This design comes from an exercise in tuning for a short achievable clock period and few clock cycles on the open sky130 flow, not from production work. Only simulation tests tie the RTL to the original design; equivalence was not proved. Power and IR drop assume default switching activity.

==> flow/design.v <==
module opc6cpu(
    input[15:0] din,             
    input clk,
    input reset_b,
    input[1:0] int_b,            
    input clken,                 
    output vpa,
    output vda,
    output vio,
    output[15:0] dout,           
    output[15:0] address,        
    output rnw);                 
    localparam MOV=5'h0,AND=5'h1,OR=5'h2,XOR=5'h3,ADD=5'h4,ADC=5'h5,STO=5'h6,LD=5'h7,ROR=5'h8,JSR=5'h9,SUB=5'hA,SBC=5'hB,INC=5'hC,LSR=5'hD,DEC=5'hE,ASR=5'hF;
    localparam HLT=5'h10,BSWP=5'h11,PPSR=5'h12,GPSR=5'h13,RTI=5'h14,NOT=5'h15,OUT=5'h16,IN=5'h17,PUSH=5'h18,POP=5'h19,CMP=5'h1A,CMPC=5'h1B;
    localparam EI=3,S=2,C=1,Z=0,INT_VECTOR0=16'h0002,INT_VECTOR1=16'h0004;
    function [16:0] add16(input [15:0] a, input [15:0] b, input ci);
        reg [15:0] g, p, gg, pp, gn, pn;
        reg [16:0] c;
        integer i, d;
        begin
            g = a & b;
            p = a ^ b;
            gg = g; pp = p;
            for (d = 1; d < 16; d = d * 2) begin
                gn = gg; pn = pp;
                for (i = d; i < 16; i = i + 1) begin
                    gn[i] = gg[i] | (pp[i] & gg[i-d]);
                    pn[i] = pp[i] & pp[i-d];
                end
                gg = gn; pp = pn;
            end
            c[0] = ci;
            for (i = 1; i < 17; i = i + 1) c[i] = gg[i-1] | (pp[i-1] & ci);
            add16 = {c[16], p ^ c[15:0]};
        end
    endfunction
    function zero16(input [15:0] a, input [15:0] b, input ci);
        reg [15:0] k;
        begin
            k = {a[14:0] | b[14:0], ci};
            zero16 = ~|(a ^ b ^ k);
        end
    endfunction
    reg s_fet0, s_fet1, s_ead, s_rdm, s_exec, s_wrm, s_int;
    reg [15:0] RF_q[14:1];
    reg [15:0] PC_q, PCI_q;
    reg [3:0]  PSRI_q;
    reg [7:0]  PSR_q;
    reg [4:0]  op_q;
    reg [3:0]  src_q, dst_q;
    reg        ld_q, sto_q, wbk_q, io_q, src15_q, dst15_q, pred_q, direct_q;
    reg        c_log, c_add, c_sub, c_xor, c_gpsr, c_not, c_bswp, c_shr, c_def, c_ppsr, c_cmp, c_jsr, c_rti, c_wr;
    reg [15:0] OR_q, A_q, B_q, OPD_q, OPX_q;
    reg        cin_q;
    reg [15:0] addr_q, dout_q;
    reg        vpa_q, vda_q, vio_q, rnw_q;
    assign address = addr_q;
    assign dout    = dout_q;
    assign vpa     = vpa_q;
    assign vda     = vda_q;
    assign vio     = vio_q;
    assign rnw     = rnw_q;
    wire        cin     = cin_q;
    wire [16:0] sum     = add16(A_q, OPX_q, cin);
    wire        sum_z   = zero16(A_q, OPX_q, cin);
    wire [15:0] r_log   = op_q[0] ? (A_q & OPD_q) : (A_q | OPD_q);
    wire [15:0] r_xor   = A_q ^ OPD_q;
    wire [15:0] r_gpsr  = {8'b0,PSR_q};
    wire [15:0] r_not   = ~OPD_q;
    wire [15:0] r_bswp  = {OPD_q[7:0],OPD_q[15:8]};
    wire [15:0] r_shr   = {(op_q[2]==0)?PSR_q[C]:(op_q[0]==1)?OPD_q[15]:1'b0,OPD_q[15:1]};
    wire [15:0] result  = ({16{c_add|c_sub}} & sum[15:0]) | ({16{c_log}} & r_log) | ({16{c_xor}} & r_xor) |
                          ({16{c_gpsr}} & r_gpsr) | ({16{c_not}} & r_not) | ({16{c_bswp}} & r_bswp) |
                          ({16{c_shr}} & r_shr) | ({16{c_def}} & OPD_q);
    wire        r_zero  = ((c_add|c_sub) & sum_z) | (c_log & ~|r_log) | (c_xor & ~|r_xor) | (c_gpsr & ~|r_gpsr) |
                          (c_not & ~|r_not) | (c_bswp & ~|OPD_q) | (c_shr & ~|r_shr) | (c_def & ~|OPD_q);
    wire        r_carry = ((c_add|c_sub) & sum[16]) | (c_shr & OPD_q[0]) | (!(c_add|c_sub|c_shr) & PSR_q[C]);
    wire [7:0]  psr_x   = c_ppsr ? OPD_q[7:0] : (!dst15_q) ? {PSR_q[7:3],result[15],r_carry,r_zero} : PSR_q;
    wire [3:0]  swiid   = psr_x[7:4];
    wire        x_we    = s_exec && c_wr;
    wire [15:0] x_wdata = c_jsr ? PC_q : result;
    wire        hw_int  = !(&int_b) && PSR_q[EI];
    wire        x_toint = hw_int || (c_ppsr && (|swiid));
    wire        x_jump  = dst15_q || c_jsr;
    wire        d_page2 = (din[15:13]==3'b001);
    wire [4:0]  d_op    = {d_page2,din[11:8]};
    wire        d_long  = din[12];
    wire        d_ld    = (din[11:8]==4'h7) || (d_op==POP);
    wire        d_sto   = (din[11:8]==4'h6) || (d_op==PUSH);
    wire        d_wbk   = (d_op==PUSH) || (d_op==POP);
    wire        d_io    = (d_op==IN) || (d_op==OUT);
    wire        d_useor = d_long || d_ld || (d_op==INC) || (d_op==DEC) || d_wbk;
    wire [15:0] d_or    = {16{d_op==PUSH}}^({12'b0,(d_op==DEC)||(d_op==INC)?din[7:4]:{3'b0,(d_op==POP)}});
    wire [3:0]  d_src   = din[7:4];
    wire [3:0]  d_dst   = din[3:0];
    wire        d_log   = (d_op==AND)||(d_op==OR);
    wire        d_add   = (d_op==ADD)||(d_op==ADC)||(d_op==INC);
    wire        d_sub   = (d_op==SUB)||(d_op==SBC)||(d_op==CMP)||(d_op==CMPC)||(d_op==DEC);
    wire        d_xor   = (d_op==XOR);
    wire        d_gpsr  = (d_op==GPSR);
    wire        d_not   = (d_op==NOT);
    wire        d_bswp  = (d_op==BSWP);
    wire        d_shr   = (d_op==ROR)||(d_op==ASR)||(d_op==LSR);
    wire        d_def   = !(d_log|d_add|d_sub|d_xor|d_gpsr|d_not|d_bswp|d_shr);
    wire        d_cmp   = (d_op==CMP)||(d_op==CMPC);
    wire        d_wr    = !d_cmp && (d_dst!=4'h0) && (d_dst!=4'hF);
    wire        pred_old = d_page2 || (din[13] ^ (din[14] ? (din[15] ? PSR_q[S] : PSR_q[Z]) : (din[15] ? PSR_q[C] : 1'b1)));
    wire        pred_new = d_page2 || (din[13] ^ (din[14] ? (din[15] ? psr_x[S] : psr_x[Z]) : (din[15] ? psr_x[C] : 1'b1)));
    wire        p       = s_exec ? pred_new : pred_old;
    wire [15:0] rf_s    = ((d_src==4'h0)||(d_src==4'hF)) ? 16'h0 : RF_q[d_src];
    wire [15:0] rf_d    = ((d_dst==4'h0)||(d_dst==4'hF)) ? 16'h0 : RF_q[d_dst];
    wire [15:0] src_f   = (x_we && (d_src==dst_q)) ? x_wdata : rf_s;
    wire [15:0] dst_f   = (x_we && (d_dst==dst_q)) ? x_wdata : rf_d;
    wire [15:0] PC_p1   = PC_q + 16'd1;
    wire [15:0] PC_p2   = PC_q + 16'd2;
    wire [15:0] PCI_p1  = PCI_q + 16'd1;
    wire        rti_d   = s_exec && c_rti;
    wire [15:0] nb1     = rti_d ? PCI_q  : PC_p1;       
    wire [15:0] nb2     = rti_d ? PCI_p1 : PC_p2;       
    wire [15:0] val_src = (d_src==4'hF) ? PC_p1 : src_f;    
    wire [15:0] val_dst = (d_dst==4'hF) ? PC_p1 : dst_f;
    wire [15:0] ex_src  = (d_src==4'hF) ? nb1 : src_f;      
    wire [15:0] ex_dst  = (d_dst==4'hF) ? nb1 : dst_f;
    wire [15:0] d_opd   = d_useor ? d_or : ex_src;
    wire        d_smem  = !d_long && (d_ld || d_sto);
    wire        d_sjmp  = !d_long && !d_page2 && (din[11:8]==4'h0) && (d_dst==4'hF) && !hw_int && !rti_d;
    wire        d_direct= d_smem && (d_op!=PUSH) && !rti_d;
    wire [15:0] f1_src  = src15_q ? PC_p1 : B_q;
    wire        f1_mem  = ld_q || sto_q;
    wire [16:0] f1_add  = add16(f1_src, din, 1'b0);
    wire [15:0] f1_sum  = f1_add[15:0];
    wire [15:0] f1_ea   = ((dst_q==4'h0) && !f1_mem) ? din : f1_sum;
    wire        f1_z    = zero16(f1_src, din, 1'b0);
    wire        f1_jmp  = c_jsr || ((op_q==MOV) && dst15_q);
    wire [15:0] e_src   = src15_q ? PC_q : B_q;
    wire [15:0] e_ea    = e_src + OR_q;
    wire        disp    = s_fet0 || (s_exec && !x_toint && !x_jump);    
    wire        ld_d    = s_fet0 || s_exec;                               
    wire        C_next  = s_exec ? (c_rti ? PSRI_q[C] : psr_x[C]) : PSR_q[C];
    wire [15:0] vec     = (!int_b[1]) ? INT_VECTOR1 : INT_VECTOR0;
    always @(posedge clk)
        if (clken) begin
            if (ld_d) begin
                op_q    <= d_op;
                src_q   <= d_src;
                dst_q   <= d_dst;
                ld_q    <= d_ld;
                sto_q   <= d_sto;
                wbk_q   <= d_wbk;
                io_q    <= d_io;
                src15_q <= (d_src==4'hF);
                dst15_q <= (d_dst==4'hF);
                {c_log,c_add,c_sub,c_xor,c_gpsr,c_not,c_bswp,c_shr,c_def} <= {d_log,d_add,d_sub,d_xor,d_gpsr,d_not,d_bswp,d_shr,d_def};
                c_ppsr  <= (d_op==PPSR);
                c_cmp   <= d_cmp;
                c_jsr   <= (d_op==JSR);
                c_rti   <= (d_op==RTI);
                c_wr    <= d_wr;
                cin_q   <= d_sub ? (din[8] ? C_next : 1'b1) : (din[8] & C_next);
                OR_q    <= d_or;
                A_q     <= ex_dst;
                B_q     <= src_f;
                OPD_q   <= d_opd;
                OPX_q   <= d_opd ^ {16{d_sub}};
                dout_q  <= val_dst;
                pred_q  <= p;
                direct_q<= d_direct;
            end
            if (s_fet1) begin
                OR_q   <= f1_ea;
                OPD_q  <= f1_ea;
                OPX_q  <= f1_ea ^ {16{c_sub}};
                if (dst15_q)
                    A_q <= PC_p1;
                dout_q <= dst15_q ? PC_p1 : A_q;
            end
            if (s_ead) begin
                OR_q   <= e_ea;
                OPD_q  <= e_ea;
                OPX_q  <= e_ea ^ {16{c_sub}};
                dout_q <= dst15_q ? PC_q : A_q;
            end
            if (s_rdm) begin
                OR_q   <= din;
                OPD_q  <= din;
                OPX_q  <= din ^ {16{c_sub}};
            end
            if (x_we)
                RF_q[dst_q] <= x_wdata;
            if (s_fet1 && pred_q && !ld_q && !sto_q && c_jsr && !dst15_q && (dst_q!=4'h0))
                RF_q[dst_q] <= PC_p1;
            if ((s_rdm || s_wrm) && wbk_q && !src15_q && (src_q!=4'h0))
                RF_q[src_q] <= (s_rdm && direct_q) ? B_q + 16'd1 : OR_q;
        end
    always @(posedge clk)
        if (clken) begin
            if (!reset_b) begin
                {s_fet0,s_fet1,s_ead,s_rdm,s_exec,s_wrm,s_int} <= 7'b1000000;
                {PC_q,PCI_q,PSRI_q,PSR_q} <= 0;
                addr_q <= 16'h0;
                {vpa_q,vda_q,vio_q,rnw_q} <= 4'b1001;
            end else begin
                {s_fet0,s_fet1,s_ead,s_rdm,s_exec,s_wrm,s_int} <= 7'b0;
                {vpa_q,vda_q,vio_q,rnw_q} <= 4'b0001;
                if (disp) begin
                    if (!p) begin
                        s_fet0 <= 1'b1;
                        PC_q   <= d_long ? nb2 : nb1;
                        addr_q <= d_long ? nb2 : nb1;
                        vpa_q  <= 1'b1;
                    end else if (d_long) begin
                        s_fet1 <= 1'b1;
                        PC_q   <= nb1;
                        addr_q <= nb1;
                        vpa_q  <= 1'b1;
                    end else if (d_sjmp) begin
                        s_fet0 <= 1'b1;
                        PC_q   <= val_src;
                        addr_q <= val_src;
                        vpa_q  <= 1'b1;
                    end else if (d_direct) begin
                        s_rdm  <= d_ld;
                        s_wrm  <= d_sto;
                        PC_q   <= nb1;
                        addr_q <= val_src;
                        vda_q  <= !d_io;
                        vio_q  <= d_io;
                        rnw_q  <= !d_sto;
                    end else if (d_smem) begin
                        s_ead  <= 1'b1;
                        PC_q   <= nb1;
                    end else begin
                        s_exec <= 1'b1;
                        PC_q   <= nb1;
                        addr_q <= nb1;
                        vpa_q  <= 1'b1;
                    end
                end
                if (s_exec) begin
                    PSR_q <= c_rti ? {4'b0,PSRI_q} : psr_x;
                    if (x_toint) begin
                        s_int <= 1'b1;
                        PC_q  <= c_rti ? PCI_q : x_jump ? result : PC_q;
                    end else if (x_jump) begin
                        s_fet0 <= 1'b1;
                        PC_q   <= c_rti ? PCI_q : result;
                        addr_q <= c_rti ? PCI_q : result;
                        vpa_q  <= 1'b1;
                    end
                end
                if (s_fet1) begin
                    if (!pred_q) begin
                        s_fet0 <= 1'b1;
                        PC_q   <= PC_p1;
                        addr_q <= PC_p1;
                        vpa_q  <= 1'b1;
                    end else if (ld_q) begin
                        s_rdm  <= 1'b1;
                        PC_q   <= PC_p1;
                        addr_q <= (op_q==POP) ? f1_src : f1_ea;
                        vda_q  <= !io_q;
                        vio_q  <= io_q;
                    end else if (sto_q) begin
                        s_wrm  <= 1'b1;
                        PC_q   <= PC_p1;
                        addr_q <= f1_ea;
                        vda_q  <= !io_q;
                        vio_q  <= io_q;
                        rnw_q  <= 1'b0;
                    end else if (f1_jmp) begin
                        PC_q   <= f1_ea;
                        addr_q <= f1_ea;
                        if (hw_int)
                            s_int <= 1'b1;
                        else begin
                            s_fet0 <= 1'b1;
                            vpa_q  <= 1'b1;
                        end
                        if (c_jsr && !dst15_q)
                            PSR_q[S:Z] <= {f1_ea[15],PSR_q[C],(dst_q==4'h0) ? !(|din) : f1_z};
                    end else begin
                        s_exec <= 1'b1;
                        PC_q   <= PC_p1;
                        addr_q <= PC_p1;
                        vpa_q  <= 1'b1;
                    end
                end
                if (s_ead) begin
                    if (ld_q) begin
                        s_rdm  <= 1'b1;
                        addr_q <= (op_q==POP) ? e_src : e_ea;
                        vda_q  <= !io_q;
                        vio_q  <= io_q;
                    end else if (sto_q) begin
                        s_wrm  <= 1'b1;
                        addr_q <= e_ea;
                        vda_q  <= !io_q;
                        vio_q  <= io_q;
                        rnw_q  <= 1'b0;
                    end else begin
                        s_exec <= 1'b1;
                        addr_q <= PC_q;
                        vpa_q  <= 1'b1;
                    end
                end
                if (s_rdm) begin
                    s_exec <= 1'b1;
                    addr_q <= PC_q;
                    vpa_q  <= 1'b1;
                end
                if (s_wrm) begin
                    addr_q <= PC_q;
                    if (hw_int)
                        s_int <= 1'b1;
                    else begin
                        s_fet0 <= 1'b1;
                        vpa_q  <= 1'b1;
                    end
                end
                if (s_int) begin
                    {PC_q,PCI_q,PSRI_q,PSR_q[EI]} <= {vec,PC_q,PSR_q[3:0],1'b0};
                    addr_q <= vec;
                    s_fet0 <= 1'b1;
                    vpa_q  <= 1'b1;
                end
                if (!(s_fet0|s_fet1|s_ead|s_rdm|s_exec|s_wrm|s_int)) begin
                    s_fet0 <= 1'b1;
                    addr_q <= PC_q;
                    vpa_q  <= 1'b1;
                end
            end
        end
endmodule
==> flow/run.sh <==
#!/bin/bash
# synth_recipe.tcl (not shown) runs the flow's synth.tcl, then flattens the netlist and writes it again
# the make line also repeats each setting of config.mk as NAME=value (left out here)
make -C /OpenROAD-flow-scripts/flow DESIGN_CONFIG=/design/flow/config.mk WORK_HOME=/design/flow/orfs CLKGATE_MAP_FILE= SYNTH_SCRIPT=/design/flow/synth_recipe.tcl finish
==> flow/config.mk <==
export PLATFORM = sky130hd
export DESIGN_NAME = opc6cpu
export DESIGN_NICKNAME = opc6cpu
export VERILOG_FILES = /design/flow/design.v
export SDC_FILE = /design/flow/constraint.sdc
export NUM_CORES = 4
export LEC_CHECK = 0
export CAP_MARGIN = 20
export CORE_MARGIN = 2
export CORE_UTILIZATION = 40
export SETUP_SLACK_MARGIN = 4
export SLEW_MARGIN = 20
==> flow/constraint.sdc <==
create_clock -name core_clock -period 8.0 [get_ports {clk}]
set_input_delay 1.6000 -clock core_clock [delete_from_list [all_inputs] [get_ports {clk}]]
set_output_delay 1.6000 -clock core_clock [all_outputs]
set_load 0.01 [all_outputs]
==> results of run 1 <==
## registers in the layout, summed over array words and instances, names as in the netlist, 4 cells and up
name / count
A_q: 16
B_q: 16
OPD_q: 16
OPX_q: 16
OR_q: 16
PCI_q: 16
PC_q: 16
PSRI_q: 4
PSR_q: 8
RF_q: 224
addr_q: 16
dout_q: 16
dst_q: 4
op_q: 5
src_q: 4
## power by group through the flow
| stage | clock network (W) | registers (W) | logic [W] |
|---|---|---|---|
| 4_1_cts | 0.00256 | 0.00284 | 0.00327 |
| 5_1_grt | 0.00263 | 0.00284 | 0.00383 |
| 3_5_place_dp | 0 | 0.00290 | 0.00284 |
| 6_report | 0.00254 | 0.00284 | 0.00373 |
| 3_3_place_gp | 0 | 0.00290 | 0.00283 |
| 2_1_floorplan | 0 | 0.00278 | 0.00172 |
## path summary, 6_finish.rpt
| kind | startpoint | to | slack [ps] |
|---|---|---|---|
| hold reg to reg | PSRI_q[3]$_SDFFCE_PN0P_ | PSR_q[3]$_SDFFCE_PN0P_ | 630 |
| setup / recovery | PC_q[1]$_SDFFCE_PN0P_ | addr_q[14]$_SDFFCE_PN0P_ | 3620 |
| setup reg to reg | PC_q[1]$_SDFFCE_PN0P_ | addr_q[14]$_SDFFCE_PN0P_ | 3620 |
| hold / removal | PSRI_q[3]$_SDFFCE_PN0P_ | PSR_q[3]$_SDFFCE_PN0P_ | 630 |
## logic make-up (layout without fill, tap and decap cells)
family                   after synthesis  after routing  share of synthesized area, %
AO/OA/AOI/OAI                       1249           1249                         22.67
XOR/XNOR                             175            175                         4.399
adder cells (fa/ha/maj)              115            115                         4.195
buffers and inverters                466            667                         5.150
flip-flops                           426            426                         36.72
multiplexers                         296            296                         11.10
other                                  0              5                             0
AND/OR/NAND/NOR                     1230           1231                         15.77
## layout make-up
class                      count  area share [%]
tap                         1155           3.327
clock inverter                37          0.9073
sequential                   426           29.45
inverter                     109           1.069
multi-input combinational   3066           52.06
clock buffer                  64           3.197
antenna                        5         0.02880
timing repair buffer         457           9.966
## cells in the final DEF, fill, tap and decap left out, types with 54 or more instances in the layout
cell and count:
clkbuf_16 55, inv_1 83, nor3_1 54, nand2_1 327, xor2_1 61, nor2_1 495, buf_4 320, nand3_1 67
xnor2_1 92, edfxtp_1 426, o21ai_0 193, a21oi_1 404, mux4_2 70, mux2i_1 198, a211oi_1 76, ha_1 76
## per-layer routing
layer | vias to the layer above | global-route usage [%] | part of all wire [%]
li1 | 15090 | - | -
met1 | 17290 | 50.72 | 36
met2 | 2653 | 61.92 | 43
met3 | 731 | 9.190 | 11
met4 | 2 | 30.15 | 9.5
met5 | - | 0 | 0.0053
## per-stage QoR
stage	setup slack [ps]	util [%]	cells	hold slack (ps)	power, W
finish	3615	50.23	5319	625.4	0.009115
global route	3558	50.21	5314	648.8	0.009302
CTS	3722	48.31	5232	622.3	0.008666
detailed placement	1711	43.06	4997	607.8	0.005738
global placement	1714	43.00	4994	569.3	0.005729
floorplan	3578	-	3957	533.5	0.004495
## what timing repair did
action,CTS,global route
setup endpoints to repair,429,159
cloned,4,1
setup buffers,130,81
pin swaps,72,94
hold endpoints to repair,0,0
gates resized for setup,325,194
## worst register-to-register path: cells and delay by family, from the launching register on
| kind | cells | cell delay (ps) |
|---|---|---|
| flip-flops | 1 | 400 |
| XOR/XNOR | 2 | 580 |
| adder cells (fa/ha/maj) | 2 | 540 |
| buffers and inverters | 5 | 660 |
| AO/OA/AOI/OAI | 4 | 940 |
| AND/OR/NAND/NOR | 6 | 1040 |
==> results by group, run 1 <==
Setup path
  – WP buf/inv: 5
  – Setup crit end kind: register
  – Crit path DAT: 4790 ps
  – Worst Path Max Fanout: 8
  – Worst path most repeated cell: buf_4
  – Slowest-stage cell, CP: edfxtp_1
  – Crit path cell chain: buf_12, ha_4, and4_4, and3_4, buf_4, nand3_4, xnor2_4, a21oi_4, buf_12, ha_4, nand3_1, o211ai_1, nand2_1, xor2_2, buf_4, buf_4, nand2_1, a31o_2, a32o_1
  – Cell count along the critical path: 19
  – Worst path top cell family by delay: simple AND/OR/NAND/NOR gates
  – Critical path class: reg -> reg
  – Cells on worst reg2reg path: 19
  – Crit-path max cell delay: 400 ps
  – CP Launch Type: register
  – Worst path required time: 8410 ps

Min path
  – WHS Path Cells: 2
  – HP Class: reg -> reg

Final layout
  – Nets: 4,250
  – Area Overhead vs Synth: 24.68%
  – Number of fillers in the final layout: 8,132
  – Sequential cell area: 12,790 µm²
  – Area of the multi-input gates: 22,610 µm²
  – Finished Cell Area: 43,440 µm²
  – Share of cells above drive strength 1: 23.01%

Route
  – Remaining DRCs: 0
  – Via count: 35,760
  – Routed wire length: 188.2 mm
  – DRT iter0 DRCs: 4,999
  – Vias/cell: 6.724
  – Routed length per instance: 35.38 µm
  – Iteration count of the initial detailed-routing pass: 9
  – Antenna-violating nets left: 0

Power
  – Reg power frac: 31.1%
  – PwrDens: 209.8 nW/µm²
  – Switch share: 40.12%
  – Clock network fraction of design power: 27.9%
  – Gate power share: 41.0%
  – Leak: 16.17 nW
  – NetSw: 0.003657 W
  – Peak VDD IR: 0.0001828 V
  – Internal power: 0.005459 W

Clocking
  – CTS tree: built
  – Worst skew pair latency: 670 ps
  – Cts hold-fix bufs: 0
  – Clock slew at reported path FFs: 70 ps
  – Clk buf depth: 3
  – H-Tree Level Count: 2
  – CTS buffer count: 54
  – Clock sink count: 426
  – CTS Root Cell: clkbuf_16

Floorplanning
  – Std-Cell Rows: 108
  – Die Ht: 299.1 µm
  – Total I/O pin count: 57
  – DIE AREA: 89,480 µm²
  – Die Wd: 299.1 µm
  – CORE AREA: 86,480 µm²
  – Initial Util: 40.29%

STA
  – Final Cycle Share: 54.81%
  – Worst-case clock skew: 57.67 ps
  – Setup TNS: 0 ps
  – Unrepaired setup endpoints after global routing: yes
  – Final Max Slew Viols: 0
  – Final setup viols: 0
  – Peak Freq: 228.1 MHz
  – Final Hold Viols: 0
  – Minimum clock period after layout: 4385 ps
  – Worst-Margin Slew: 1293 ps
  – Relative slew slack: 13.24%

Synth
  – Synth Flop Type: edfxtp_1
  – Most frequent cell after synthesis: nor2_1
  – Yosys reg bits: 426
  – Post-synthesis sequential area ratio: 36.72%
  – Mapped Avg Cell Area: 8.805 µm²
  – FFs w/ async S/R, synth: 0%
  – Top cells by area, synth: edfxtp_1 (37%), a21oi_1 (6.6%), mux2i_1 (5.8%)
  – EDFF count, synth: 426
  – Synth cell count leaders: nor2_1 (509), a21oi_1 (459), edfxtp_1 (426), nand2_1 (339), clkbuf_1 (307)
  – Synth top area share: 36.72%
  – Distinct cells, synth: 88
  – Post-Syn Area: 34,840 µm²
  – Area leader, netlist: edfxtp_1
  – Syn nets: 4,093
  – Synth warn: 1
  – Synthesized instance count: 3,957

GRT
  – Antenna violations before repair: 6
  – Grt total ovfl: 0
  – Largest net degree at the start of global routing: 57
  – Gr usage total: 40.71%
  – Vias in the first global route: 32,920
  – Global-route wire length before repair: 258.7 mm

Placed design
  – DPL Wire Length: 131.0 mm
  – Gpl congestion: 1.095
  – Port-buffer cells: 56
  – Area after DPL: 37,240 µm²

Job
  – Max Cap Violations: 0

Run status
  – Status: complete, no violations
Testbench counts, summed over its fixed seeds: cycles 110,430.
==> run 2, diff against run 1 <==
--- a/flow/design.v
+++ b/flow/design.v
@@ -15,15 +15,14 @@
     localparam EI=3,S=2,C=1,Z=0,INT_VECTOR0=16'h0002,INT_VECTOR1=16'h0004;
     function [16:0] add16(input [15:0] a, input [15:0] b, input ci);
-        reg [15:0] g, p, gg, pp, gn, pn;
+        reg [15:0] p, gg, pp, gn, pn;
         reg [16:0] c;
         integer i, d;
         begin
-            g = a & b;
             p = a ^ b;
-            gg = g; pp = p;
+            gg = a; pp = p;
             for (d = 1; d < 16; d = d * 2) begin
                 gn = gg; pn = pp;
                 for (i = d; i < 16; i = i + 1) begin
-                    gn[i] = gg[i] | (pp[i] & gg[i-d]);
+                    gn[i] = pp[i] ? gg[i-d] : gg[i];
                     pn[i] = pp[i] & pp[i-d];
                 end
@@ -31,5 +30,5 @@
             end
             c[0] = ci;
-            for (i = 1; i < 17; i = i + 1) c[i] = gg[i-1] | (pp[i-1] & ci);
+            for (i = 1; i < 17; i = i + 1) c[i] = pp[i-1] ? ci : gg[i-1];
             add16 = {c[16], p ^ c[15:0]};
         end
@@ -53,4 +52,6 @@
     reg [15:0] OR_q, A_q, B_q, OPD_q, OPX_q;
     reg        cin_q;
+    reg        rst_q;
+    reg [1:0]  intb_q;
     reg [15:0] addr_q, dout_q;
     reg        vpa_q, vda_q, vio_q, rnw_q;
@@ -80,5 +81,5 @@
     wire        x_we    = s_exec && c_wr;
     wire [15:0] x_wdata = c_jsr ? PC_q : result;
-    wire        hw_int  = !(&int_b) && PSR_q[EI];
+    wire        hw_int  = !(&intb_q) && PSR_q[EI];
     wire        x_toint = hw_int || (c_ppsr && (|swiid));
     wire        x_jump  = dst15_q || c_jsr;
@@ -112,7 +113,10 @@
     wire [15:0] src_f   = (x_we && (d_src==dst_q)) ? x_wdata : rf_s;
     wire [15:0] dst_f   = (x_we && (d_dst==dst_q)) ? x_wdata : rf_d;
-    wire [15:0] PC_p1   = PC_q + 16'd1;
-    wire [15:0] PC_p2   = PC_q + 16'd2;
-    wire [15:0] PCI_p1  = PCI_q + 16'd1;
+    wire [16:0] PC_a1   = add16(PC_q, 16'd1, 1'b0);
+    wire [15:0] PC_p1   = PC_a1[15:0];
+    wire [16:0] PC_a2   = add16(PC_q, 16'd2, 1'b0);
+    wire [15:0] PC_p2   = PC_a2[15:0];
+    wire [16:0] PCI_a1  = add16(PCI_q, 16'd1, 1'b0);
+    wire [15:0] PCI_p1  = PCI_a1[15:0];
     wire        rti_d   = s_exec && c_rti;
     wire [15:0] nb1     = rti_d ? PCI_q  : PC_p1;       
@@ -134,9 +138,11 @@
     wire        f1_jmp  = c_jsr || ((op_q==MOV) && dst15_q);
     wire [15:0] e_src   = src15_q ? PC_q : B_q;
-    wire [15:0] e_ea    = e_src + OR_q;
+    wire [16:0] e_add   = add16(e_src, OR_q, 1'b0);
+    wire [15:0] e_ea    = e_add[15:0];
+    wire [16:0] B_a1    = add16(B_q, 16'd1, 1'b0);
     wire        disp    = s_fet0 || (s_exec && !x_toint && !x_jump);    
     wire        ld_d    = s_fet0 || s_exec;                               
     wire        C_next  = s_exec ? (c_rti ? PSRI_q[C] : psr_x[C]) : PSR_q[C];
-    wire [15:0] vec     = (!int_b[1]) ? INT_VECTOR1 : INT_VECTOR0;
+    wire [15:0] vec     = (!intb_q[1]) ? INT_VECTOR1 : INT_VECTOR0;
     always @(posedge clk)
         if (clken) begin
@@ -191,9 +197,11 @@
                 RF_q[dst_q] <= PC_p1;
             if ((s_rdm || s_wrm) && wbk_q && !src15_q && (src_q!=4'h0))
-                RF_q[src_q] <= (s_rdm && direct_q) ? B_q + 16'd1 : OR_q;
+                RF_q[src_q] <= (s_rdm && direct_q) ? B_a1[15:0] : OR_q;
         end
     always @(posedge clk)
         if (clken) begin
-            if (!reset_b) begin
+            rst_q  <= !reset_b;
+            intb_q <= int_b;
+            if (rst_q) begin
                 {s_fet0,s_fet1,s_ead,s_rdm,s_exec,s_wrm,s_int} <= 7'b1000000;
                 {PC_q,PCI_q,PSRI_q,PSR_q} <= 0;
--- a/flow/config.mk
+++ b/flow/config.mk
@@ -6,7 +6,7 @@
 export NUM_CORES = 4
 export LEC_CHECK = 0
-export CAP_MARGIN = 20
+export CAP_MARGIN = 40
 export CORE_MARGIN = 2
 export CORE_UTILIZATION = 40
 export SETUP_SLACK_MARGIN = 4
-export SLEW_MARGIN = 20
+export SLEW_MARGIN = 40
==> results by group, run 2 <==
Run status
  – Status: complete, no violations

Synth
  – Top cells by area, synth: edfxtp_1 (36%), a21oi_1 (6.2%), nor2_1 (5.4%)
  – Most frequent cell after synthesis: nor2_1
  – Yosys reg bits: 429
  – Synth cell count leaders: nor2_1 (508), a21oi_1 (435), edfxtp_1 (429), nand2_1 (373), clkbuf_1 (307)
  – Synth top area share: 36.45%
  – Syn nets: 4,206
  – Synthesized instance count: 4,108
  – Post-synthesis sequential area ratio: 36.45%
  – Area leader, netlist: edfxtp_1
  – Mapped Avg Cell Area: 8.603 µm²
  – Synth Flop Type: edfxtp_1
  – Synth warn: 1
  – Distinct cells, synth: 98
  – EDFF count, synth: 429
  – FFs w/ async S/R, synth: 0%
  – Post-Syn Area: 35,340 µm²

Route
  – Vias/cell: 6.897
  – Via count: 38,010
  – Routed wire length: 200.6 mm
  – Remaining DRCs: 0
  – Routed length per instance: 36.40 µm
  – Antenna-violating nets left: 0
  – Iteration count of the initial detailed-routing pass: 9
  – DRT iter0 DRCs: 6,338

STA
  – Final WS setup: 3341 ps
  – Final setup viols: 0
  – Minimum clock period after layout: 4659 ps
  – Final Hold Viols: 0
  – Worst-Margin Slew: 1022 ps
  – Relative slew slack: 31.73%
  – Setup TNS: 0 ps
  – Worst-case clock skew: 84.62 ps
  – Final Cycle Share: 58.23%
  – Peak Freq: 214.7 MHz
  – Unrepaired setup endpoints after global routing: yes
  – Final Max Slew Viols: 0

Final layout
  – Area Overhead vs Synth: 27.39%
  – Max FFs per register: 224
  – Nets: 4,399
  – Top reg by flops: RF_q
  – Finished Cell Area: 45,020 µm²
  – Commonest non-fill, non-tap cell in the layout: nor2_1
  – Finished Layout Cells: 5,511
  – Most frequent cells in the layout: nor2_1 (485), edfxtp_1 (429), a21oi_1 (372)
  – Share of cells above drive strength 1: 25.65%

Clocking
  – CTS tree: built
  – Worst skew pair latency: 690 ps
  – CTS buffer count: 52
  – Clk buf depth: 3
  – Clock sink count: 429
  – CTS Root Cell: clkbuf_16
  – H-Tree Level Count: 2
  – Clock slew at reported path FFs: 70 ps

GRT
  – Antenna violations before repair: 10
  – Grt total ovfl: 0
  – Gr usage total: 42.99%
  – Largest net degree at the start of global routing: 49
  – Vias in the first global route: 34,670
  – Global-route wire length before repair: 275.4 mm

Placed design
  – DPL Wire Length: 142.2 mm
  – Area after DPL: 37,900 µm²
  – Inst Count DP: 5,153
  – Gpl congestion: 1.101
  – Setup Slack @ Placement: 1798 ps
  – Port-buffer cells: 56

Floorplanning
  – Total I/O pin count: 57
  – Die Ht: 301.2 µm
  – Die Wd: 301.2 µm
  – DIE AREA: 90,740 µm²
  – CORE AREA: 87,970 µm²
  – Std-Cell Rows: 109
  – Initial Util: 40.17%

Setup path
  – Worst Path Max Fanout: 7
  – Crit path DAT: 4980 ps
  – CP Launch Type: register
  – Critical path class: reg -> reg
  – Worst path required time: 8320 ps
  – Setup crit end kind: register

Power
  – PwrDens: 212.8 nW/µm²
  – Leak: 16.08 nW
  – Peak VDD IR: 0.0001912 V

Min path
  – HP Class: reg -> reg

Job
  – Max Cap Violations: 0
==> run 2: power breakdown <==
part | leakage, nW | internal (W) | total, W | switching, W
Clock | 0.842 | 0.00143 | 0.00252 | 0.00110
Sequential | 4.03 | 0.00269 | 0.00290 | 0.000212
Combinational | 11.2 | 0.00156 | 0.00415 | 0.00259
Total | 16.1 | 0.00568 | 0.00958 | 0.00390
==> run 2: final timing paths <==
path / from / cells after the start / slack, ps / endpoint
worst min register to register: PSRI_q[3]$_SDFFCE_PP0P_ / 2 / 580 / PSR_q[3]$_SDFFCE_PN0P_
worst max register to register: PC_q[1]$_SDFFCE_PP0P_ / 22 / 3340 / addr_q[13]$_SDFFCE_PP0P_
worst min-delay path: PSRI_q[3]$_SDFFCE_PP0P_ / 2 / 580 / PSR_q[3]$_SDFFCE_PN0P_
worst max-delay path: PC_q[1]$_SDFFCE_PP0P_ / 22 / 3340 / addr_q[13]$_SDFFCE_PP0P_
==> run 2: stage by stage <==
stage	power (W)	hold WS [ps]	utilization (%)
2_1_floorplan	0.004687	529.8	-
3_3_place_gp	0.005984	553.3	42.86
3_5_place_dp	0.005997	567.7	43.08
4_1_cts	0.009022	581.2	48.93
5_1_grt	0.009754	632.3	51.17
6_report	0.009578	577.1	51.18
==> run 2: kinds of logic after synthesis <==
| logic type | synth area share, % |
|---|---|
| simple gates | 17.89 |
| compound gates | 23.67 |
| buf+inv | 5.470 |
| flops | 36.45 |
| mux | 9.393 |
| xor+xnor | 4.054 |
| fa+ha+maj | 3.066 |
==> run 2: routing by layer <==
layer | part of all wire, % | track usage, %
met4 | 9.8 | 31.52
met1 | 35 | 52.57
met3 | 13 | 13.20
met2 | 42 | 63.93
met5 | 0.027 | 0
==> run 2: worst max-delay path, stage by stage, from the launching register on <==
cell        delay (ps)
edfxtp_1           420
buf_12             180
ha_4               210
buf_12             140
and4_4             220
xnor2_4            140
a21oi_2            220
inv_2               70
ha_4               280
buf_8              120
clkinvlp_4         100
a21oi_4            150
o311ai_4           120
buf_4              160
a311o_1            370
o211ai_1           160
o41ai_4            170
xnor2_2            180
buf_4              160
nor2_4             180
a211oi_2           130
nor4_2             340
nor4_1              80
==> run 2: repair_timing <==
action	CTS	global route
gates resized for setup	429	218
buffers inserted	146	102
pin swaps	94	143
hold endpoints to repair	0	0
endpoints found under the setup margin	243	196
cloned	6	3
hold buffers	0	0
==> run 2: final cells by class <==
class / instances / area (µm²)
Fill cell: 8260 / 42950
Multi-Input combinational cell: 3187 / 23550
Sequential cell: 429 / 12880
Timing Repair Buffer: 509 / 4802
Tap cell: 1165 / 1458
Clock buffer: 62 / 1339
Inverter: 120 / 534.3
Clock inverter: 34 / 412.9
Timing Repair inverter: 2 / 37.54
Antenna cell: 3 / 7.507
Testbench counts of run 2, summed over its fixed seeds: cycles 110,478.
==> run 3, diff against run 2 <==
--- a/flow/design.v
+++ b/flow/design.v
@@ -52,4 +52,5 @@
     reg [15:0] OR_q, A_q, B_q, OPD_q, OPX_q;
     reg        cin_q;
+    reg [15:0] F1S_q;      
     reg        rst_q;
     reg [1:0]  intb_q;
@@ -130,5 +131,5 @@
     wire        d_sjmp  = !d_long && !d_page2 && (din[11:8]==4'h0) && (d_dst==4'hF) && !hw_int && !rti_d;
     wire        d_direct= d_smem && (d_op!=PUSH) && !rti_d;
-    wire [15:0] f1_src  = src15_q ? PC_p1 : B_q;
+    wire [15:0] f1_src  = F1S_q;
     wire        f1_mem  = ld_q || sto_q;
     wire [16:0] f1_add  = add16(f1_src, din, 1'b0);
@@ -167,4 +168,5 @@
                 A_q     <= ex_dst;
                 B_q     <= src_f;
+                F1S_q   <= (d_src==4'hF) ? nb2 : src_f;
                 OPD_q   <= d_opd;
                 OPX_q   <= d_opd ^ {16{d_sub}};
==> results by group, run 3 <==
Setup path
  – Crit path cell chain: inv_2, ha_4, mux2i_4, a211oi_4, o211ai_2, o21ai_4, mux2i_2, o211ai_1, a211oi_4, buf_4, or2_4, buf_4, a21oi_2, a2111o_1, a31oi_1
  – Cells on worst reg2reg path: 15
  – Worst reg-to-reg setup slack: 3830 ps
  – R2R Path Start: OPX_q[0]$_DFFE_PP_
  – CP Launch Type: register
  – Reg2reg end: PC_q[3]$_SDFFCE_PN0P_
  – Worst path required time: 8520 ps
  – Crit-path max cell delay: 500 ps
  – Worst Path Max Fanout: 5
  – Crit path DAT: 4690 ps
  – Slowest-stage cell, CP: edfxtp_1
  – Critical path class: reg -> reg
  – Setup crit end kind: register

Synth
  – Post-Syn Area: 35,350 µm²
  – Syn nets: 4,109
  – Synth Flop Type: edfxtp_1
  – FFs w/ async S/R, synth: 0%
  – Mapped Avg Cell Area: 8.814 µm²
  – Yosys reg bits: 445
  – Area leader, netlist: edfxtp_1
  – Most frequent cell after synthesis: nand2_1
  – Post-synthesis sequential area ratio: 37.80%
  – Synth top area share: 37.80%
  – Distinct cells, synth: 94
  – Synthesized instance count: 4,011
  – Top cells by area, synth: edfxtp_1 (38%), o21ai_0 (6.1%), nand2_1 (5.5%)
  – EDFF count, synth: 445
  – Synth warn: 1
  – Synth cell count leaders: nand2_1 (520), edfxtp_1 (445), o21ai_0 (432), nor2_1 (385), a21oi_1 (311)

Floorplanning
  – Std-Cell Rows: 109
  – Total I/O pin count: 57
  – Die Wd: 301.3 µm
  – DIE AREA: 90,780 µm²
  – Initial Util: 40.19%
  – Die Ht: 301.3 µm
  – CORE AREA: 87,970 µm²

Final layout
  – Most frequent cells in the layout: nand2_1 (515), edfxtp_1 (445), nor2_1 (365)
  – Top reg by flops: RF_q
  – Number of fillers in the final layout: 8,156
  – Commonest non-fill, non-tap cell in the layout: nand2_1
  – Sequential cell area: 13,360 µm²
  – Share of cells above drive strength 1: 21.89%
  – Max FFs per register: 224
  – Nets: 4,239
  – Area of the multi-input gates: 22,340 µm²
  – Area Overhead vs Synth: 22.84%
  – Finished Core Util: 49.37%
  – Finished Layout Cells: 5,355

Placed design
  – DPL Wire Length: 124.7 mm
  – Gpl congestion: 1.096
  – Inst Count DP: 5,054
  – Port-buffer cells: 56

Route
  – DRT iter0 DRCs: 6,387
  – Routed wire length: 181.8 mm
  – Vias/cell: 6.810
  – Iteration count of the initial detailed-routing pass: 8
  – Antenna-violating nets left: 0
  – Routed length per instance: 33.95 µm
  – Remaining DRCs: 0
  – Via count: 36,470

Power
  – Peak VDD IR: 0.0001824 V
  – Internal power: 0.005527 W
  – Reg power frac: 32.4%
  – Switch share: 40.14%
  – NetSw: 0.003706 W
  – PwrDens: 212.6 nW/µm²
  – Leak: 15.86 nW
  – Gate power share: 39.6%
  – Clock network fraction of design power: 28.0%

STA
  – Final setup viols: 0
  – Worst-case clock skew: 76.51 ps
  – Worst-Margin Slew: 1021 ps
  – Hold slack: 668.7 ps
  – Final Hold Viols: 0
  – Minimum clock period after layout: 4169 ps
  – Final Max Slew Viols: 0
  – Peak Freq: 239.8 MHz
  – Relative slew slack: 31.49%
  – Setup TNS: 0 ps
  – Unrepaired setup endpoints after global routing: yes
  – Final Cycle Share: 52.12%

Min path
  – WHS Endpoint: PSR_q[3]$_SDFFCE_PN0P_
  – HP Class: reg -> reg
  – WHS Path Cells: 2
  – Hold Startpoint: PSRI_q[3]$_SDFFCE_PP0P_

Clocking
  – Worst skew pair latency: 680 ps
  – Cts hold-fix bufs: 0
  – H-Tree Level Count: 2
  – Clk buf depth: 3
  – Clock sink count: 445
  – CTS buffer count: 54
  – CTS Root Cell: clkbuf_16
  – Clock slew at reported path FFs: 70 ps
  – CTS tree: built

Run status
  – Status: complete, no violations

GRT
  – Global-route wire length before repair: 250.3 mm
  – Vias in the first global route: 32,590
  – Largest net degree at the start of global routing: 79
  – Antenna violations before repair: 19
  – Grt total ovfl: 0
  – Gr usage total: 38.70%

Job
  – Max Cap Violations: 0
-- run 3: cell types whose count changed in the layout (fill, tap and decap cells not counted), sizes merged, moves of 43 or more --
cell	before	now
a21oi	436	311
nand2	374	520
buf	457	363
o21ai	302	439
mux2i	138	181
nor2	508	385
-- run 3: how the worst max path moves through the flow --
stage	start	end	slack, ps	cells past startpoint
floorplan	clken	RF_q[13][0]$_DFFE_PP_	3570	7
global placement	din[10]	addr_q[0]$_SDFFCE_PP0P_	1640	9
detailed placement	din[10]	addr_q[0]$_SDFFCE_PP0P_	2140	9
CTS	A_q[5]$_DFFE_PP_	dout_q[14]$_DFFE_PP_	3910	13
global route	OPX_q[0]$_DFFE_PP_	PC_q[3]$_SDFFCE_PN0P_	3830	15
finish	OPX_q[0]$_DFFE_PP_	PC_q[3]$_SDFFCE_PN0P_	3830	15
-- run 3: routing by layer --
layer	share of wire [%]	wire, µm	track usage [%]
met1	36	65020	49.32
met2	40	72690	54.13
met3	15	27500	14.72
met4	9.0	16270	26.01
met5	0.15	281	0.3704
-- run 3: layout make-up --
| class | instances | share of cell area [%] |
|---|---|---|
| timing repair inverter | 3 | 0.08932 |
| clock buffer | 62 | 3.181 |
| sequential | 445 | 30.77 |
| antenna | 6 | 0.03457 |
| tap | 1165 | 3.357 |
| multi-input combinational | 3104 | 51.44 |
| inverter | 118 | 1.248 |
| clock inverter | 37 | 0.9508 |
| timing repair buffer | 415 | 8.932 |
-- run 3: kinds of logic (layout without fill, tap and decap cells) --
logic type      Yosys count  in the layout  share of synthesized area (%)
compound gates         1225           1225                          21.43
xor+xnor                193            193                          4.781
fa+ha+maj                86             86                          2.980
buf+inv                 464            635                          5.160
flops                   445            445                          37.80
mux                     294            294                          11.37
other cells               0              6                              0
simple gates           1304           1306                          16.49
-- run 3: critical path, delay by kind of cell, from the launching register on --
family	cells	cell delay, ps
and+or+nand+nor	1	230
AOI/OAI and AO/OA	8	2020
muxes	2	550
DFF	1	500
adders and majority gates	1	220
buffers and inverters	3	480
-- run 3: through the flow --
| step | total power, W | area [µm²] | setup WS, ps |
|---|---|---|---|
| 2_1_floorplan | 0.004740 | 35960 | 3567 |
| 3_5_place_dp | 0.005940 | 38040 | 2144 |
| 3_3_place_gp | 0.005915 | 37720 | 1642 |
| 6_report | 0.009232 | 43430 | 3831 |
| 4_1_cts | 0.008774 | 41750 | 3914 |
| 5_1_grt | 0.009399 | 43410 | 3832 |
-- run 3: timing repair --
item / in CTS / in global routing
setup buffers: 102 / 82
setup endpoints to repair: 262 / 178
pin swaps: 51 / 85
gates cloned: 8 / 4
resized for setup: 256 / 183
-- run 3: power groups by stage --
stage	combinational (W)	clock [W]	sequential [W]
2_1_floorplan	0.00181	0	0.00293
3_3_place_gp	0.00287	0	0.00305
3_5_place_dp	0.00290	0	0.00304
4_1_cts	0.00322	0.00257	0.00298
5_1_grt	0.00374	0.00266	0.00300
6_report	0.00365	0.00258	0.00299
Testbench counts of run 3, summed over its fixed seeds: cycles 110,478.
==> run 4, diff against run 3 <==
--- a/flow/design.v
+++ b/flow/design.v
@@ -15,14 +15,15 @@
     localparam EI=3,S=2,C=1,Z=0,INT_VECTOR0=16'h0002,INT_VECTOR1=16'h0004;
     function [16:0] add16(input [15:0] a, input [15:0] b, input ci);
-        reg [15:0] p, gg, pp, gn, pn;
+        reg [15:0] g, p, gg, pp, gn, pn;
         reg [16:0] c;
         integer i, d;
         begin
+            g = a & b;
             p = a ^ b;
-            gg = a; pp = p;
+            gg = g; pp = p;
             for (d = 1; d < 16; d = d * 2) begin
                 gn = gg; pn = pp;
                 for (i = d; i < 16; i = i + 1) begin
-                    gn[i] = pp[i] ? gg[i-d] : gg[i];
+                    gn[i] = gg[i] | (pp[i] & gg[i-d]);
                     pn[i] = pp[i] & pp[i-d];
                 end
@@ -30,5 +31,5 @@
             end
             c[0] = ci;
-            for (i = 1; i < 17; i = i + 1) c[i] = pp[i-1] ? ci : gg[i-1];
+            for (i = 1; i < 17; i = i + 1) c[i] = gg[i-1] | (pp[i-1] & ci);
             add16 = {c[16], p ^ c[15:0]};
         end
@@ -131,4 +132,5 @@
     wire        d_sjmp  = !d_long && !d_page2 && (din[11:8]==4'h0) && (d_dst==4'hF) && !hw_int && !rti_d;
     wire        d_direct= d_smem && (d_op!=PUSH) && !rti_d;
+    wire        d_rtisc = !d_long && (d_op==RTI) && (d_dst==4'hF) && !hw_int && !rti_d;    
     wire [15:0] f1_src  = F1S_q;
     wire        f1_mem  = ld_q || sto_q;
@@ -142,4 +144,6 @@
     wire [15:0] e_ea    = e_add[15:0];
     wire [16:0] B_a1    = add16(B_q, 16'd1, 1'b0);
+    wire [7:0]  psr_n   = c_rti ? {4'b0,PSRI_q} : psr_x;
+    wire [7:0]  f1_psr  = (c_jsr && !dst15_q) ? {PSR_q[7:3],f1_ea[15],PSR_q[C],(dst_q==4'h0) ? !(|din) : f1_z} : PSR_q;
     wire        disp    = s_fet0 || (s_exec && !x_toint && !x_jump);    
     wire        ld_d    = s_fet0 || s_exec;                               
@@ -224,4 +228,9 @@
                         addr_q <= nb1;
                         vpa_q  <= 1'b1;
+                    end else if (d_rtisc) begin
+                        s_fet0 <= 1'b1;
+                        PC_q   <= PCI_q;
+                        addr_q <= PCI_q;
+                        vpa_q  <= 1'b1;
                     end else if (d_sjmp) begin
                         s_fet0 <= 1'b1;
@@ -248,8 +257,13 @@
                 end
                 if (s_exec) begin
-                    PSR_q <= c_rti ? {4'b0,PSRI_q} : psr_x;
+                    PSR_q <= psr_n;
                     if (x_toint) begin
-                        s_int <= 1'b1;
-                        PC_q  <= c_rti ? PCI_q : x_jump ? result : PC_q;
+                        s_fet0 <= 1'b1;
+                        vpa_q  <= 1'b1;
+                        PC_q   <= vec;
+                        addr_q <= vec;
+                        PCI_q  <= c_rti ? PCI_q : x_jump ? result : PC_q;
+                        PSRI_q <= psr_n[3:0];
+                        PSR_q  <= {psr_n[7:4],1'b0,psr_n[2:0]};
                     end else if (x_jump) begin
                         s_fet0 <= 1'b1;
@@ -279,14 +293,17 @@
                         rnw_q  <= 1'b0;
                     end else if (f1_jmp) begin
-                        PC_q   <= f1_ea;
-                        addr_q <= f1_ea;
-                        if (hw_int)
-                            s_int <= 1'b1;
-                        else begin
-                            s_fet0 <= 1'b1;
-                            vpa_q  <= 1'b1;
+                        s_fet0 <= 1'b1;
+                        vpa_q  <= 1'b1;
+                        if (hw_int) begin
+                            PC_q   <= vec;
+                            addr_q <= vec;
+                            PCI_q  <= f1_ea;
+                            PSRI_q <= f1_psr[3:0];
+                            PSR_q  <= {f1_psr[7:4],1'b0,f1_psr[2:0]};
+                        end else begin
+                            PC_q   <= f1_ea;
+                            addr_q <= f1_ea;
+                            PSR_q  <= f1_psr;
                         end
-                        if (c_jsr && !dst15_q)
-                            PSR_q[S:Z] <= {f1_ea[15],PSR_q[C],(dst_q==4'h0) ? !(|din) : f1_z};
                     end else begin
                         s_exec <= 1'b1;
@@ -320,12 +337,17 @@
                 end
                 if (s_wrm) begin
-                    addr_q <= PC_q;
-                    if (hw_int)
-                        s_int <= 1'b1;
-                    else begin
-                        s_fet0 <= 1'b1;
-                        vpa_q  <= 1'b1;
-                    end
+                    s_fet0 <= 1'b1;
+                    vpa_q  <= 1'b1;
+                    if (hw_int) begin
+                        PC_q   <= vec;
+                        addr_q <= vec;
+                        PCI_q  <= PC_q;
+                        PSRI_q <= PSR_q[3:0];
+                        PSR_q[EI] <= 1'b0;
+                    end else
+                        addr_q <= PC_q;
                 end
+                if (disp && p && d_rtisc)
+                    PSR_q <= {4'b0,PSRI_q};
                 if (s_int) begin
                     {PC_q,PCI_q,PSRI_q,PSR_q[EI]} <= {vec,PC_q,PSR_q[3:0],1'b0};
--- a/flow/config.mk
+++ b/flow/config.mk
@@ -6,7 +6,7 @@
 export NUM_CORES = 4
 export LEC_CHECK = 0
-export CAP_MARGIN = 40
+export CAP_MARGIN = 20
 export CORE_MARGIN = 2
 export CORE_UTILIZATION = 40
 export SETUP_SLACK_MARGIN = 4
-export SLEW_MARGIN = 40
+export SLEW_MARGIN = 20
==> results by group, run 4 <==
Floorplanning
  – Initial Util: 40.30%
  – DIE AREA: 92,980 µm²
  – Total I/O pin count: 57
  – Die Wd: 304.9 µm
  – CORE AREA: 89,870 µm²
  – Std-Cell Rows: 110
  – Die Ht: 304.9 µm

Setup path
  – Setup crit end kind: register
  – CP Launch Type: input port
  – Worst path top cell family by delay: compound AO/OA/AOI/OAI gates
  – Critical path class: in -> reg
  – Slowest-stage cell, CP: mux2i_4
  – WP buf/inv: 3
  – Worst reg-to-reg setup slack: 3880 ps
  – Worst path most repeated cell: buf_12
  – R2R Path Start: OPD_q[7]$_DFFE_PP_
  – Reg2reg end: addr_q[5]$_SDFFCE_PP0P_
  – Crit path cell chain: buf_12, buf_12, clkinvlp_4, ha_4, a21o_1, or3_4, a211oi_4, o21ai_2, a41oi_2, mux2i_4, xnor2_4, nand2_1, o2111ai_2, o2111a_1, a221o_1
  – Worst path required time: 8430 ps
  – Worst Path Max Fanout: 3
  – Cells on worst reg2reg path: 9
  – Crit-path max cell delay: 440 ps
  – Crit path DAT: 4610 ps

Power
  – PwrDens: 210.4 nW/µm²
  – Leak: 16.57 nW
  – Peak VDD IR: 0.0002011 V

STA
  – Peak Freq: 239.1 MHz
  – Hold slack: 621.3 ps
  – Relative slew slack: 9.142%
  – Worst-Margin Slew: 1349 ps
  – Final Max Slew Viols: 0
  – Final Hold Viols: 0
  – Unrepaired setup endpoints after global routing: yes
  – Final setup viols: 0
  – Worst-case clock skew: 38.41 ps
  – Minimum clock period after layout: 4183 ps
  – Final Cycle Share: 52.29%
  – Setup TNS: 0 ps

Route
  – Via count: 38,130
  – Routed wire length: 192.6 mm
  – DRT iter0 DRCs: 7,234
  – Antenna-violating nets left: 0
  – Iteration count of the initial detailed-routing pass: 10
  – M1 WL: 67.15 mm
  – Vias/cell: 6.999
  – Met3 wire length: 31.04 mm
  – Remaining DRCs: 0
  – Met2 routed WL: 76.56 mm
  – Routed length per instance: 35.35 µm
  – Top routing layer in use: met5

GRT
  – Vias in the first global route: 34,270
  – Antenna violations before repair: 19
  – Gr usage total: 39.97%
  – Grt total ovfl: 0
  – Largest net degree at the start of global routing: 61
  – Global-route wire length before repair: 265.2 mm

Clocking
  – Clock slew at reported path FFs: 60 ps
  – Clock sink count: 444
  – Cts hold-fix bufs: 0
  – Clk buf depth: 3
  – CTS buffer count: 53
  – CTS tree: built
  – CTS Root Cell: clkbuf_16
  – H-Tree Level Count: 2
  – Worst skew pair latency: 690 ps

Synth
  – Synth warn: 1
  – Synth Flop Type: edfxtp_1
  – Synthesized instance count: 4,141
  – Post-synthesis sequential area ratio: 36.81%
  – EDFF count, synth: 444
  – Most frequent cell after synthesis: nor2_1
  – Syn nets: 4,277
  – Yosys reg bits: 444
  – Mapped Avg Cell Area: 8.747 µm²
  – Top cells by area, synth: edfxtp_1 (37%), a21oi_1 (6.4%), mux2i_1 (6.4%)
  – Post-Syn Area: 36,220 µm²
  – Synth cell count leaders: nor2_1 (483), a21oi_1 (466), edfxtp_1 (444), nand2_1 (384), clkbuf_1 (317)
  – FFs w/ async S/R, synth: 0%
  – Area leader, netlist: edfxtp_1
  – Synth top area share: 36.81%
  – Distinct cells, synth: 80

Final layout
  – Most frequent cells in the layout: nor2_1 (467), edfxtp_1 (444), a21oi_1 (429)
  – Max FFs per register: 224
  – Area Overhead vs Synth: 21.69%
  – Top reg by flops: RF_q
  – Commonest non-fill, non-tap cell in the layout: nor2_1
  – Share of cells above drive strength 1: 20.22%
  – Nets: 4,361

Placed design
  – Gpl congestion: 1.144
  – Port-buffer cells: 56
  – DPL Wire Length: 126.5 mm

Min path
  – WHS Endpoint: vio_q$_SDFFCE_PP0P_
  – WHS Path Cells: 2
  – HP Class: reg -> reg
  – Hold Startpoint: io_q$_DFFE_PP_

Job
  – Max Cap Violations: 0

Run status
  – Status: complete, no violations
-- run 4: changes by cell type after synthesis, moves of 54 or more --
cell / change
a21oi_1: +155
nor2_1: +98
a211oi_1: +63
clkbuf_1: +54
nand2_1: -136
o21ai_0: -134
-- run 4: cell families (layout without fill, tap and decap cells) --
group | Yosys count | count (layout) | share of synthesized area, %
flip-flops | 444 | 444 | 36.81
other | 0 | 7 | 0
AND/OR/NAND/NOR | 1238 | 1239 | 14.92
multiplexers | 331 | 331 | 11.54
XOR/XNOR | 193 | 193 | 4.667
adder cells (fa/ha/maj) | 115 | 115 | 4.035
AO/OA/AOI/OAI | 1323 | 1323 | 22.75
buffers and inverters | 497 | 619 | 5.282
-- run 4: power by group --
part           switching, W  leakage, nW  internal (W)
clock               0.00112        0.808       0.00138
combinational       0.00246         11.6       0.00131
sequential         0.000208         4.17       0.00280
total               0.00379         16.6       0.00548
-- run 4: routing by layer --
layer | track usage, % | up-vias
li1 | - | 15600
met1 | 49.57 | 18020
met2 | 55.96 | 3545
met3 | 17.47 | 938
met4 | 26.49 | 24
met5 | 0.2067 | -
-- run 4: worst max-delay path by stage --
stage,cells past startpoint,to,start
after floorplan,18,addr_q[15]$_SDFFCE_PP0P_,din[4]
after global placement,14,PSR_q[5]$_SDFFCE_PP0P_,din[15]
after detailed placement,14,PSR_q[7]$_SDFFCE_PP0P_,din[15]
after CTS,15,addr_q[15]$_SDFFCE_PP0P_,din[9]
after global routing,15,addr_q[15]$_SDFFCE_PP0P_,din[9]
final,15,addr_q[15]$_SDFFCE_PP0P_,din[9]
-- run 4: worst min-delay path, delay by kind of cell (launching register included) --
family             cells  cell delay [ps]
AOI/OAI and AO/OA      1              100
DFF                    1              350
and+or+nand+nor        1               50
-- run 4: timing repair --
item,CTS,global route
gates cloned,13,5
setup buffers,91,69
resized for setup,289,190
pin swaps,43,57
endpoints found under the setup margin,240,112
-- run 4: cell type report --
cell class	instances	area, µm²
well taps	1176	1471
inverters	121	511.7
fillers	8448	45800
diodes	7	17.52
clock buffers	62	1360
repair buffers	404	3986
multi-input cells	3201	23060
clock inverters	32	335.3
flip-flops and latches	444	13330
-- run 4: metrics by stage --
stage / std cells / area, µm² / total power, W / util [%] / worst slack (ps)
2_1_floorplan: 4141 / 36520 / 0.004759 / - / 3536
3_3_place_gp: 5167 / 38370 / 0.005986 / 42.70 / 1895
3_5_place_dp: 5167 / 38400 / 0.006001 / 42.73 / 1786
4_1_cts: 5365 / 42430 / 0.008731 / 47.21 / 3736
5_1_grt: 5443 / 44070 / 0.009410 / 49.03 / 3820
6_report: 5447 / 44080 / 0.009275 / 49.05 / 3817
Testbench counts of run 4, summed over its fixed seeds: cycles 109,470.
==> run 5, diff against run 4 <==
--- a/flow/design.v
+++ b/flow/design.v
@@ -111,8 +111,4 @@
     wire        pred_new = d_page2 || (din[13] ^ (din[14] ? (din[15] ? psr_x[S] : psr_x[Z]) : (din[15] ? psr_x[C] : 1'b1)));
     wire        p       = s_exec ? pred_new : pred_old;
-    wire [15:0] rf_s    = ((d_src==4'h0)||(d_src==4'hF)) ? 16'h0 : RF_q[d_src];
-    wire [15:0] rf_d    = ((d_dst==4'h0)||(d_dst==4'hF)) ? 16'h0 : RF_q[d_dst];
-    wire [15:0] src_f   = (x_we && (d_src==dst_q)) ? x_wdata : rf_s;
-    wire [15:0] dst_f   = (x_we && (d_dst==dst_q)) ? x_wdata : rf_d;
     wire [16:0] PC_a1   = add16(PC_q, 16'd1, 1'b0);
     wire [15:0] PC_p1   = PC_a1[15:0];
@@ -124,8 +120,22 @@
     wire [15:0] nb1     = rti_d ? PCI_q  : PC_p1;       
     wire [15:0] nb2     = rti_d ? PCI_p1 : PC_p2;       
-    wire [15:0] val_src = (d_src==4'hF) ? PC_p1 : src_f;    
-    wire [15:0] val_dst = (d_dst==4'hF) ? PC_p1 : dst_f;
-    wire [15:0] ex_src  = (d_src==4'hF) ? nb1 : src_f;      
-    wire [15:0] ex_dst  = (d_dst==4'hF) ? nb1 : dst_f;
+    wire [15:0] rfv [0:15];
+    wire [15:0] rfw [0:15];
+    genvar gi;
+    generate for (gi = 1; gi < 15; gi = gi + 1) begin : rfread
+        assign rfv[gi] = RF_q[gi];
+        assign rfw[gi] = RF_q[gi];
+    end endgenerate
+    assign rfv[0] = 16'h0;
+    assign rfw[0] = 16'h0;
+    assign rfv[15] = nb1;
+    assign rfw[15] = nb2;
+    wire        fwd_s   = x_we && (d_src==dst_q);
+    wire        fwd_d   = x_we && (d_dst==dst_q);
+    wire [15:0] ex_src  = fwd_s ? x_wdata : rfv[d_src];
+    wire [15:0] ex_dst  = fwd_d ? x_wdata : rfv[d_dst];
+    wire [15:0] f1s_d   = fwd_s ? x_wdata : rfw[d_src];
+    wire [15:0] val_src = ex_src;    
+    wire [15:0] val_dst = ex_dst;
     wire [15:0] d_opd   = d_useor ? d_or : ex_src;
     wire        d_smem  = !d_long && (d_ld || d_sto);
@@ -140,5 +150,5 @@
     wire        f1_z    = zero16(f1_src, din, 1'b0);
     wire        f1_jmp  = c_jsr || ((op_q==MOV) && dst15_q);
-    wire [15:0] e_src   = src15_q ? PC_q : B_q;
+    wire [15:0] e_src   = B_q;
     wire [16:0] e_add   = add16(e_src, OR_q, 1'b0);
     wire [15:0] e_ea    = e_add[15:0];
@@ -171,6 +181,6 @@
                 OR_q    <= d_or;
                 A_q     <= ex_dst;
-                B_q     <= src_f;
-                F1S_q   <= (d_src==4'hF) ? nb2 : src_f;
+                B_q     <= ex_src;
+                F1S_q   <= f1s_d;
                 OPD_q   <= d_opd;
                 OPX_q   <= d_opd ^ {16{d_sub}};
@@ -249,4 +259,5 @@
                         s_ead  <= 1'b1;
                         PC_q   <= nb1;
+                        addr_q <= nb1;
                     end else begin
                         s_exec <= 1'b1;
@@ -348,5 +359,5 @@
                         addr_q <= PC_q;
                 end
-                if (disp && p && d_rtisc)
+                if (disp && d_rtisc)
                     PSR_q <= {4'b0,PSRI_q};
                 if (s_int) begin
==> results by group, run 5 <==
STA
  – Final Cycle Share: 52.78%
  – Final setup viols: 0
  – Setup TNS: 0 ps
  – Unrepaired setup endpoints after global routing: yes
  – Peak Freq: 236.8 MHz
  – Worst-Margin Slew: 1190 ps
  – Worst-case clock skew: 39.24 ps
  – Relative slew slack: 20.67%
  – Final Max Slew Viols: 0
  – Final Hold Viols: 0
  – Minimum clock period after layout: 4222 ps

Setup path
  – Worst path top cell family by delay: simple AND/OR/NAND/NOR gates
  – WP buf/inv: 2
  – Setup crit end kind: register
  – Crit path cell chain: buf_4, or2_2, buf_4, nor3_1, nor2_1, nand2_1, nor3_1, nor2_1, nand2_1, a31oi_1, nor4_1
  – Worst path required time: 8470 ps
  – Critical path class: reg -> reg
  – Slowest-stage cell, CP: nor3_1
  – CP Launch Type: register
  – Crit-path max cell delay: 830 ps
  – Worst Path Max Fanout: 24
  – Crit path DAT: 4700 ps

GRT
  – Antenna violations before repair: 15
  – Vias in the first global route: 35,010
  – Grt total ovfl: 0
  – Largest net degree at the start of global routing: 68
  – Gr usage total: 43.83%
  – Global-route wire length before repair: 278.9 mm

Synth
  – Area leader, netlist: edfxtp_1
  – Mapped Avg Cell Area: 8.386 µm²
  – FFs w/ async S/R, synth: 0%
  – Synth warn: 1
  – Synthesized instance count: 4,211
  – Synth cell count leaders: nor2_1 (596), a21oi_1 (468), edfxtp_1 (444), nand2_1 (348), clkbuf_1 (303)
  – Top cells by area, synth: edfxtp_1 (38%), a21oi_1 (6.6%), nor2_1 (6.3%)
  – Yosys reg bits: 444
  – Synth top area share: 37.76%
  – Post-Syn Area: 35,310 µm²
  – Syn nets: 4,347
  – Most frequent cell after synthesis: nor2_1
  – EDFF count, synth: 444
  – Distinct cells, synth: 96
  – Synth Flop Type: edfxtp_1
  – Post-synthesis sequential area ratio: 37.76%

Power
  – Peak VDD IR: 0.0001784 V
  – Internal power: 0.005604 W
  – Gate power share: 38.6%
  – Clock network fraction of design power: 29.4%
  – PwrDens: 217.8 nW/µm²
  – NetSw: 0.003760 W
  – Reg power frac: 32.0%
  – Switch share: 40.15%
  – Leak: 15.71 nW

Floorplanning
  – CORE AREA: 87,160 µm²
  – DIE AREA: 90,680 µm²
  – Initial Util: 40.52%
  – Die Wd: 301.1 µm
  – Std-Cell Rows: 108
  – Total I/O pin count: 57
  – Die Ht: 301.1 µm

Route
  – Vias/cell: 7.068
  – Antenna-violating nets left: 0
  – Routed wire length: 206.5 mm
  – Via count: 39,010
  – DRT iter0 DRCs: 6,662
  – Remaining DRCs: 0
  – Iteration count of the initial detailed-routing pass: 8
  – Routed length per instance: 37.42 µm

Placed design
  – Port-buffer cells: 56
  – DPL Wire Length: 144.3 mm
  – Inst Count DP: 5,267
  – Gpl congestion: 1.090

Clocking
  – CTS Root Cell: clkbuf_16
  – Worst skew pair latency: 680 ps
  – Clock sink count: 444
  – CTS tree: built
  – Clk buf depth: 3
  – Clock slew at reported path FFs: 60 ps
  – H-Tree Level Count: 2
  – CTS buffer count: 55

Run status
  – Status: complete, no violations

Final layout
  – Max FFs per register: 224
  – Nets: 4,456
  – Finished Layout Cells: 5,519
  – Share of cells above drive strength 1: 18.26%
  – Commonest non-fill, non-tap cell in the layout: nor2_1
  – Top reg by flops: RF_q
  – Number of fillers in the final layout: 8,448
  – Most frequent cells in the layout: nor2_1 (568), edfxtp_1 (444), a21oi_1 (442)
  – Area Overhead vs Synth: 21.77%

Job
  – Max Cap Violations: 0

Min path
  – HP Class: reg -> reg
run 5: logic make-up after synthesis:
logic type / share of synthesized area (%)
muxes: 3.508
DFF: 37.76
AOI/OAI and AO/OA: 26.88
xor gates and xnor gates: 4.762
and+or+nand+nor: 17.76
buffers and inverters: 5.191
adders and majority gates: 4.138
run 5: power groups by stage:
| stage | Clock (W) | Combinational, W | Sequential (W) |
|---|---|---|---|
| 6_report | 0.00275 | 0.00361 | 0.00300 |
| 5_1_grt | 0.00282 | 0.00368 | 0.00300 |
| 4_1_cts | 0.00274 | 0.00323 | 0.00299 |
| 3_5_place_dp | 0 | 0.00295 | 0.00305 |
| 3_3_place_gp | 0 | 0.00294 | 0.00306 |
| 2_1_floorplan | 0 | 0.00175 | 0.00292 |
run 5: stage by stage:
step	setup WS (ps)	area [µm²]	util [%]	hold WS [ps]	total power (W)
2_1_floorplan	3413	35630	-	578.1	0.004674
3_3_place_gp	1854	37800	43.37	653.5	0.006002
3_5_place_dp	1683	37810	43.38	670.3	0.006009
4_1_cts	3844	41530	47.65	679.7	0.008952
5_1_grt	3766	43000	49.33	741.3	0.009493
6_report	3778	43000	49.34	685.1	0.009364
run 5: layout make-up:
type                            instances  area (µm²)  area share [%]
Clock inverter                         36       510.5           1.187
Multi-Input combinational cell       3296       21950           51.05
Inverter                              117       511.7           1.190
Timing Repair Buffer                  406        3842           8.935
Clock buffer                           60        1395           3.244
Antenna cell                            5       12.51         0.02910
Sequential cell                       444       13330           31.00
Tap cell                             1155        1445           3.361
run 5: per-layer routing:
layer	global-route usage, %	wire (µm)	share of wire (%)
met1	53.05	72060	35
met2	64.84	85780	42
met3	12.67	26570	13
met4	35.57	21930	11
met5	0	158	0.077
run 5: worst reg2reg max path, stage by stage (launching register included):
cell and delay, ps:
edfxtp_1 330, buf_4 320, or2_2 180, buf_4 410, nor3_1 160, nor2_1 440, nand2_1 610, nor3_1 840
nor2_1 210, nand2_1 120, a31oi_1 70, nor4_1 340
run 5: final timing paths:
| kind | endpoint | startpoint | slack [ps] | cells after the start |
|---|---|---|---|---|
| setup / recovery | addr_q[1]$_SDFFCE_PP0P_ | s_ead$_SDFFCE_PP0P_ | 3780 | 11 |
| hold reg to reg | PSR_q[3]$_SDFFCE_PP0P_ | PSRI_q[3]$_SDFFCE_PP0P_ | 690 | 2 |
| setup reg to reg | addr_q[1]$_SDFFCE_PP0P_ | s_ead$_SDFFCE_PP0P_ | 3780 | 11 |
| hold / removal | PSR_q[3]$_SDFFCE_PP0P_ | PSRI_q[3]$_SDFFCE_PP0P_ | 690 | 2 |
run 5: timing repair:
action / 4_1_cts / 5_1_grt
buffers inserted: 86 / 51
pin swaps: 42 / 64
setup endpoints to repair: 398 / 300
hold endpoints to repair: 0 / 0
hold buffers: 0 / 0
gates cloned: 6 / 5
resized for setup: 253 / 182
Testbench counts of run 5, summed over its fixed seeds: cycles 109,470.

-- what the ideal ports hide --
No port has a modelled driver above. Below, the same layouts with a new extraction and two added sets of constraints.
Step 1, drivers: a clkbuf_16 drives clk and a buf_2 each remaining input, both assumed.
Step 2, shift: input delay + t, output delay - t, t = (earliest + latest rising clock arrival at the registers) / 2. This alone moves slack from input paths to output paths.
Slacks: no drivers / after step 1 / after step 2; pairs: no drivers / after step 1.
run | t (ns) | setup WS [ns]
run 1 | 0.709 | 3.615 / 3.615 / 2.968
run 2 | 0.717 | 3.341 / 3.341 / 2.756
run 3 | 0.716 | 3.831 / 3.830 / 3.125
run 4 | 0.740 | 3.817 / 3.709 / 2.969
run 5 | 0.734 | 3.778 / 3.778 / 3.061
After both steps every run listed still meets setup and hold.
